Source: an optimization exercise on an open RTL-to-GDS flow (aim: small area and a short achievable clock period). Production flows keep margins and buffers that such runs may drop. Function was checked by simulation only, so behaviour that the tests miss may differ from the original. No activity file was given, so power comes from the tool's default toggle rates.

[flow/run.sh]
#!/bin/bash
# synth_recipe.tcl (not shown) runs the flow's synth.tcl, then flattens the netlist and writes it again
# the make line also repeats each setting of config.mk as NAME=value (left out here)
make -C /OpenROAD-flow-scripts/flow DESIGN_CONFIG=/design/flow/config.mk WORK_HOME=/design/flow/orfs CLKGATE_MAP_FILE= SYNTH_SCRIPT=/design/flow/synth_recipe.tcl finish
[flow/config.mk]
export PLATFORM = sky130hd
export DESIGN_NAME = alu_top
export DESIGN_NICKNAME = alu_top
export VERILOG_FILES = /design/flow/design.v
export SDC_FILE = /design/flow/constraint.sdc
export NUM_CORES = 4
export LEC_CHECK = 0
export CAP_MARGIN = 20
export CORE_MARGIN = 2
export CORE_UTILIZATION = 40
export SLEW_MARGIN = 20
[flow/constraint.sdc]
create_clock -name core_clock -period 8.0 [get_ports {clk}]
set_input_delay 1.6000 -clock core_clock [delete_from_list [all_inputs] [get_ports {clk}]]
set_output_delay 1.6000 -clock core_clock [all_outputs]
set_load 0.01 [all_outputs]
[flow/design.v]
module alu(output reg [31:0] Y, output reg vout, zout, nout, cout, input [31:0] a, b, input [3:0] opcode, input vin, zin, nin, cin);
	always @(*)
		case(opcode)
			4'b0000:  
				begin
					Y = a & b;
					nout = Y[31];
					cout = cin;
					vout = vin;
					if (Y == 32'b0) zout = 1;
					else zout = 0;
				end
			4'b0001:  
				begin
					Y = a ^ b;
					nout = Y[31];
					cout = cin;
					vout = vin;
					if (Y == 32'b0) zout =1;
					else zout = 0;
				end
			4'b0010:  
				begin
					{cout, Y} = {1'b0, a} + {1'b0, ~b} + 33'd1;
					nout = Y[31];
					vout = (a[31] != b[31]) && (Y[31] != a[31]);
					if (Y==32'b0) zout = 1;
					else zout = 0;
				end
			4'b0011:  
				begin
					{cout, Y} = {1'b0, b} + {1'b0, ~a} + 33'd1;
					nout = Y[31];
					vout = (a[31] != b[31]) && (Y[31] != b[31]);
					if (Y ==32'b0) zout = 1;
					else zout = 0;
				end
			4'b0100:  
				begin
					{cout, Y} = {1'b0, a} + {1'b0, b};
					nout = Y[31];
					vout = (a[31] == b[31]) && (Y[31] != a[31]);
					if (Y==32'b0) zout = 1;
					else zout = 0;
				end
			4'b0101:  
				begin
					{cout, Y} = {1'b0, a} + {1'b0, b} + {32'b0, cin};
					nout = Y[31];
					vout = (a[31] == b[31]) && (Y[31] != a[31]);
					if (Y==32'b0) zout = 1;
					else zout = 0;
				end
			4'b0110:  
				begin
					{cout, Y} = {1'b0, a} + {1'b0, ~b} + {32'b0, cin};
					nout = Y[31];
					vout = (a[31] != b[31]) && (Y[31] != a[31]);
					if (Y==32'b0) zout = 1;
					else zout = 0;
				end
			4'b0111:  
				begin
					{cout, Y} = {1'b0, b} + {1'b0, ~a} + {32'b0, cin};
					nout = Y[31];
					vout = (a[31] != b[31]) && (Y[31] != b[31]);
					if (Y==32'b0) zout = 1;
					else zout = 0;
				end
			4'b1000:  
				begin
					Y = a & b;
					nout = Y[31];
					vout = vin;
					if (Y==32'b0) zout = 1;
					else zout = 0;
					cout = cin;
				end
			4'b1001:  
				begin
					Y = a ^ b;
					nout = Y[31];
					cout = cin;
					vout = vin;
					if (Y == 32'b0) zout =1;
					else zout = 0;
				end
			4'b1010:  
				begin
					{cout, Y} = {1'b0, a} + {1'b0, ~b} + 33'd1;
					nout = Y[31];
					vout = (a[31] != b[31]) && (Y[31] != a[31]);
					if (Y==32'b0) zout = 1;
					else zout = 0;
				end
			4'b1011:  
				begin
					{cout, Y} = {1'b0, a} + {1'b0, b};
					nout = Y[31];
					vout = (a[31] == b[31]) && (Y[31] != a[31]);
					if (Y==32'b0) zout = 1;
					else zout = 0;
				end
			4'b1100:  
				begin
					Y = a | b;
					nout = Y[31];
					cout = cin;
					vout = vin;
					if (Y == 32'b0) zout = 1;
					else zout = 0;
				end
			4'b1101:  
				begin
					Y = b;
					nout = Y[31];
					cout = cin;
					vout = vin;
					if (Y == 32'b0) zout = 1;
					else zout = 0;
				end
			4'b1110:  
				begin
					Y = a & ~b;
					nout = Y[31];
					cout = cin;
					vout = vin;
					if (Y == 32'b0) zout = 1;
					else zout = 0;
				end
			4'b1111:  
				begin
					Y = ~b;
					nout = Y[31];
					cout = cin;
					vout = vin;
					if (Y == 32'b0) zout = 1;
					else zout = 0;
				end
		endcase
endmodule
module alu_top(
	input             clk,
	input      [31:0] a,
	input      [31:0] b,
	input      [3:0]  opcode,
	input             vin,
	input             zin,
	input             nin,
	input             cin,
	output reg [31:0] Y,
	output reg        vout,
	output reg        zout,
	output reg        nout,
	output reg        cout
);
	wire [31:0] y_c;
	wire v_c, z_c, n_c, c_c;
	alu alu1(y_c, v_c, z_c, n_c, c_c, a, b, opcode, vin, zin, nin, cin);
	always @(posedge clk) begin
		Y    <= y_c;
		vout <= v_c;
		zout <= z_c;
		nout <= n_c;
		cout <= c_c;
	end
endmodule
==> impl_metrics.toml <==
[sta]
worst_pin_slew_ns = 1.19
fmax_mhz = 139
relSlewSlack = 0.202
rsz0062_at_grt = "no"
worst_slack_ns = 0.789
setup_viol = 0
period_share = 0.901
hold_viol_final = 0
fin_tns_setup_ns = 0
slew_viol_final = 0
period_needed_ns = 7.21

[placement]
hpwl_um = 77400
dp.cells = 3061
place.gp.congestion = 1.10
dp_slack_ns = 0.754
port-buffer-count = 106

[setup_path]
critical_path_buf_inv_count = 4
cp_cell_sequence = "clkdlybuf4s50_1 -> inv_1 -> ha_1 -> buf_4 -> nor4_2 -> nand2_1 -> nor2_1 -> nand3_1 -> a31oi_1 -> o211ai_1 -> or4_1 -> nor4b_1 -> buf_4 -> xor2_1 -> nand2_1 -> nor4_1 -> a211oi_1 -> nand3_1"
slowest_delay_ns = 0.72
critPathKind = "input pin to flip-flop"
slowest_stage = "clkdlybuf4s50_1"
crit_fanout = 13
path_delay_family = "simple AND/OR/NAND/NOR gates"
arrival_ns = 7.44
required_ns = 8.23
start_kind = "input pin"
setup.worst_path.end_class = "flip-flop"

[detailed_routing]
wl_met1_um = 37400
antenna_left = 0
first_pass_iters = 8
vias = 21400
drt_iter0_drc = 3847
routed.top_layer = "met4"
dr_wl_met3_um = 11800
detail_route.vias_per_cell = 6.97
drc = 0
dr_wl_met2_um = 38800
finalWirelength_um = 93300
wl_per_cell_um = 30.4

[power_and_ir_drop]
max-vdd-ir-drop_v = 0.0000850
p_per_area_nw_per_um2 = 128
p_leak_uw = 0.00689

[grt]
grt_pass1_vias = 19400
antenna_found_initial = 1
grt-ovfl-total = 0
grt_max_degree = 49
grt_first_pass_wirelength_um = 133000
grt_use_total = 0.430

[synthesis]
synth.top_cell.area_share = 0.105
synth_seq_cells = 35
synthArstFlopShare = 0
syn_nets = 2611
synth_edf_count = 0
ys_types = 115
yosysMostFrequentCell = "nor2_1"
synth.area.top_cells = "ha_1 (11%), xnor2_1 (8.8%), a21oi_1 (5.3%)"
yosys-top-cells-count = "nor2_1 (215), nand2_1 (193), a21oi_1 (170)"
syn_area_per_cell_um2 = 6.73
synth_top_cell_by_area = "ha_1"
netlist_area_um2 = 16100
ys_seq_area_frac = 0.0434
syn_inst = 2399
ys_warn_count = 2
ys.flop_type = "dfxtp_1"

[worst_hold_path]
worstHoldPathType = "input pin to flip-flop"
hold_depth = 3
min_from = "opcode[0]"
min_to = "Y[0]"

[floorplanning]
core_um2 = 39800
row_count = 73
die_height_um = 205
die_width_um = 205
die_area_um2 = 42000
pin_count = 109
initial_core_util = 0.405

[cts]
cts_setup_buffers = 0
h-tree-depth = 2
cts_root_buf = "clkbuf_16"
cts.sinks = 35
cts_tree = "done"
cts_made_buffers = 5
postCtsHoldBufs = 0
clk_pin_slew_ns = 0.06
cts.repair.resized = 0
clockBufferDepth = 2

[layout]
layout-drive-gt1-share = 0.107
n_fill_cell = 4188
syn_to_final_growth_pct = 15.6
stdcell_count = 3070
final_nets = 2755

[outcome]
status = "complete, no violations"

[job]
cap_violations = 0
-- routing by layer --
layer / up-vias / GRT usage
met5: - / 0
met4: 0 / 0.204
met3: 263 / 0.0869
met2: 1504 / 0.653
met1: 10200 / 0.580
li1: 9419 / -
-- logic make-up after synthesis --
group           count (synthesis)  share of synthesized area
mux                            17                     0.0107
compound gates                756                      0.329
simple gates                 1004                      0.334
xor+xnor                      211                      0.115
buf+inv                       237                     0.0593
flops                          35                     0.0434
fa+ha+maj                     139                      0.109
-- how the worst max path moves through the flow --
stage                     startpoint     to  depth (start not counted)
after global routing           b[14]   vout                         17
after detailed placement        b[1]   zout                         16
after floorplan                 b[0]  Y[30]                         16
after global placement         b[14]   zout                         18
after CTS                       b[1]   zout                         16
final                          b[14]   zout                         18
-- through the flow --
stage               hold slack [ns]  power (µW)  utilization  cell area (µm²)
floorplan                      1.80        1360            -            16100
global placement               2.10        2090        0.465            18500
detailed placement             2.09        2100        0.465            18500
CTS                            1.79        2300        0.468            18700
global route                   1.84        2480        0.468            18700
finish                         1.84        2390        0.468            18700
-- power by group --
part,switching (µW),internal (µW)
registers,8.71,210
logic,1300,678
clock network,81.8,115
total,1390,1000
-- registers in the layout (all words and copies together) (netlist names) --
name,cells
Y,32
vout,1
cout,1
zout,1
-- placed cells by master, fill, tap and decap left out, types with 24 or more instances in the layout --
master           synthesis  final
or3_1                   33     33
inv_1                  102    102
o22ai_1                 25     25
a221oi_1                40     40
and3_1                  27     27
nand3_1                101    101
nor2b_1                 37     37
nand2_1                193    193
a21oi_1                170    170
nor4_1                  77     76
o21ai_0                128    128
xor2_1                  47     47
nand4_1                 74     74
buf_4                    4    155
nor2_1                 215    211
nor3_1                  88     87
xnor2_1                163    163
o211ai_1                33     33
clkdlybuf4s50_1          0    104
o31ai_1                 29     29
a31oi_1                 41     41
ha_1                   136    136
and2_1                  24     24
dfxtp_1                 35     35
a22oi_1                 33     33
-- final cells by class --
cell class                      instances  area (µm²)  area share
Antenna cell                            1        2.50    0.000134
Clock inverter                          1        5.00    0.000268
Timing Repair Buffer                  261        2210       0.119
Clock buffer                            7         133     0.00711
Multi-Input combinational cell       2127       14500       0.778
Sequential cell                        35         701      0.0376
Inverter                              113         427      0.0229
Tap cell                              525         657      0.0352

static timing again, ports no longer ideal:
The results above use ideal ports. As a check the final layout listed here was re-extracted and re-timed, cells and wires unchanged. Step 1: set_driving_cell puts a clkbuf_16 on clk and a buf_2 on each other input, an assumption about the parent block. Step 2 moves the port delays by t, midway between the first and last clock arrival at a register: inputs arrive t later, outputs are due t later. That takes back most of the time a late clock gives input paths. Slacks: ideal ports / drivers / drivers and shift; pairs: ideal ports / drivers.
t, ns: 0.334
setup WS [ns]: 0.789 / 0.807 / 0.474
worst setup path at the end: input to register
After both steps this run still meets setup and hold. For this run, drivers alone change the setup slack by +0.018 ns; drivers and shift together by -0.315 ns.
